Context: an optimization exercise on an open-source flow, tuned for small area. The choices shown serve that exercise and are no tape-out recipe.
In this exercise RTL edits were held to simulation tests only and were not proved equivalent to the original.
Power and IR drop assume default switching activity.

Design Main, start of the top module:
module Main(clk, vga_h_sync, vga_v_sync, vga_R, vga_G, vga_B, right, left, reset, start);
Size in the first run: ~930 cells after synthesis, about 10 I/O pins.
==> flow/config.mk <==
export PLATFORM = sky130hd
export DESIGN_NAME = Main
export DESIGN_NICKNAME = Main
export VERILOG_FILES = /design/flow/design.v
export SDC_FILE = /design/flow/constraint.sdc
export NUM_CORES = 4
export LEC_CHECK = 0
export ABC_AREA = 1
export CAP_MARGIN = 20
export CORE_MARGIN = 2
export CORE_UTILIZATION = 40
export PLACE_DENSITY = 0.6
export SLEW_MARGIN = 20
==> flow/constraint.sdc <==
create_clock -name core_clock -period 10.0 [get_ports {clk}]
set_input_delay 2.0000 -clock core_clock [delete_from_list [all_inputs] [get_ports {clk}]]
set_output_delay 2.0000 -clock core_clock [all_outputs]
set_load 0.01 [all_outputs]
standard.sh (not shown) runs the stock make flow with config.mk's settings and CLKGATE_MAP_FILE= SYNTH_SCRIPT=/design/flow/synth_recipe.tcl, a recipe that flattens the netlist after the stock synthesis.
==> flow/flow/run.sh <==
#!/bin/bash
# Layout flow: the standard flow (standard.sh) with these changes:
#  - synthesis: the logic is mapped with ABC's area-oriented mapper
#    (flow/abc_map.script) in place of ORFS's abc_area.script, and Yosys's
#    extract_fa (full/half adder extraction) is skipped; registers are made
#    exactly as in the standard synthesis;
#  - the port buffers are the smallest buffer;
#  - the clock tree is built from small clock buffers without dummy loads.
set -euo pipefail
HERE=$(pwd)
{
  cat <<EOT
proc abc {args} {
  set i [lsearch -exact \$args -script]
  if {\$i >= 0} { lset args [expr {\$i + 1}] $HERE/flow/abc_map.script }
  yosys abc {*}\$args
}
proc extract_fa {args} { puts "extract_fa skipped" }
EOT
  cat synth_recipe.tcl
} > my_synth.tcl
bash standard.sh SYNTH_SCRIPT=$HERE/my_synth.tcl synth > synth.log 2>&1
bash standard.sh "BUFFER_PORTS_ARGS=-buffer_cell sky130_fd_sc_hd__buf_1" \
  "CTS_ARGS=-sink_clustering_enable -repair_clock_nets -buf_list sky130_fd_sc_hd__clkbuf_8 -root_buf sky130_fd_sc_hd__clkbuf_8 -dont_use_dummy_load" \
  finish > layout.log 2>&1
==> flow/flow/abc_map.script <==
strash
dc2
dch
amap
topo
The starting point produced a clean layout.
Change:
Settings changed: CORE_UTILIZATION 40 to 55, PLACE_DENSITY 0.6 to 0.7.
Non-clock buffer count stays the same.
Die area goes down by 26%.
Final area fell by 0.89%.
Clock power hardly moves.
Synthesized area is unchanged.
Global-route usage rises by 13 points.
Synthesized cell count stays the same.
Setup slack got worse by 0.36 ns.
Core utilization is higher by 15 points.
Total power rises by 1.1%.
Change:
Settings changed: CAP_MARGIN 20 to 0, CORE_UTILIZATION 55 to 40, PLACE_DENSITY 0.7 to 0.6, SLEW_MARGIN 20 to 0.
What happened: The new run went through all stages and came out clean; sequential power is about the same; power decreases by 1.1%; via count went down by about 6%; clock power is about the same; routed wire length falls by about 7%; final area went up by 0.89%; worst setup slack improved by 0.36 ns; critical path depth does not change; area after synthesis does not change; combinational power went down by about 9%; die area came out higher by 36%.
Change:
--- a/flow/flow/run.sh
+++ b/flow/flow/run.sh
@@ -24 +24 @@
-  "CTS_ARGS=-sink_clustering_enable -repair_clock_nets -buf_list sky130_fd_sc_hd__clkbuf_8 -root_buf sky130_fd_sc_hd__clkbuf_8 -dont_use_dummy_load" \
+  "CTS_ARGS=-repair_clock_nets -buf_list sky130_fd_sc_hd__clkbuf_8 -root_buf sky130_fd_sc_hd__clkbuf_8 -dont_use_dummy_load" \
Settings changed: CAP_MARGIN 0 to 20, SLEW_MARGIN 0 to 20.
=> Flip-flop and latch count is unchanged; power stays the same; worst hold slack is unchanged; utilization does not change; final cell count does not change; synthesized area stays the same; critical path depth is unchanged.
Change:
--- a/flow/flow/run.sh
+++ b/flow/flow/run.sh
@@ -24 +24 @@
-  "CTS_ARGS=-repair_clock_nets -buf_list sky130_fd_sc_hd__clkbuf_8 -root_buf sky130_fd_sc_hd__clkbuf_8 -dont_use_dummy_load" \
+  "CTS_ARGS=-sink_clustering_enable -repair_clock_nets -buf_list sky130_fd_sc_hd__clkbuf_4 -root_buf sky130_fd_sc_hd__clkbuf_8 -dont_use_dummy_load -sink_clustering_size 10 -sink_clustering_max_diameter 50 -balance_levels" \
What happened: Clock-buffer cell count does not change; power stays the same; fmax does not change; die area does not change; final area does not change; via count stays the same; hold slack is unchanged; first-iteration DRC count does not change; final cell count is unchanged; wire length is unchanged.
Change:
--- a/flow/flow/run.sh
+++ b/flow/flow/run.sh
@@ -24 +24 @@
-  "CTS_ARGS=-sink_clustering_enable -repair_clock_nets -buf_list sky130_fd_sc_hd__clkbuf_4 -root_buf sky130_fd_sc_hd__clkbuf_8 -dont_use_dummy_load -sink_clustering_size 10 -sink_clustering_max_diameter 50 -balance_levels" \
+  "CTS_ARGS=-sink_clustering_enable -repair_clock_nets -buf_list sky130_fd_sc_hd__clkbuf_8 -root_buf sky130_fd_sc_hd__clkbuf_8 -dont_use_dummy_load" \
Settings changed: CAP_MARGIN 20 to 0, CORE_UTILIZATION 40 to 65, PLACE_DENSITY 0.6 to 0.75, SLEW_MARGIN 20 to 0.
Hold slack is worse by 0.0046 ns.
Final cell count is lower by 6.5%.
Non-clock buffer count drops by 2.
Wire length goes up by 1.8%.
Setup slack gets worse by 0.35 ns.

[what the ideal ports hide]
Ports are ideal in the flow. The routed layouts listed here were re-timed in OpenROAD.
Step 1 sets driving cells, clkbuf_16 on the clock port and buf_2 on the other inputs (assumed; they add their load-dependent delay and slew).
Step 2 adds t to the input delays and takes it off the output delays; t is the mean of the earliest and latest rising clock arrival at the registers after step 1. Input paths then give back, and output paths get back, about the clock's delay inside the block.
Slacks: ideal / step 1 / step 2; pairs: ideal / step 1.
run | t (ns) | setup slack, ns | worst slew at a driven data input, ns
the first run | 0.411 | 4.238 / 4.238 / 4.238 | 0.03
the second run | 0.392 | 3.874 / 3.874 / 3.874 | 0.03
the third run | 0.411 | 4.238 / 4.238 / 4.238 | 0.03
the fourth run | 0.411 | 4.238 / 4.238 / 4.238 | 0.03
the fifth run | 0.411 | 4.238 / 4.238 / 4.238 | 0.03
the sixth run | 0.398 | 3.884 / 3.884 / 3.884 | 0.03
After both steps every run listed still meets setup and hold.
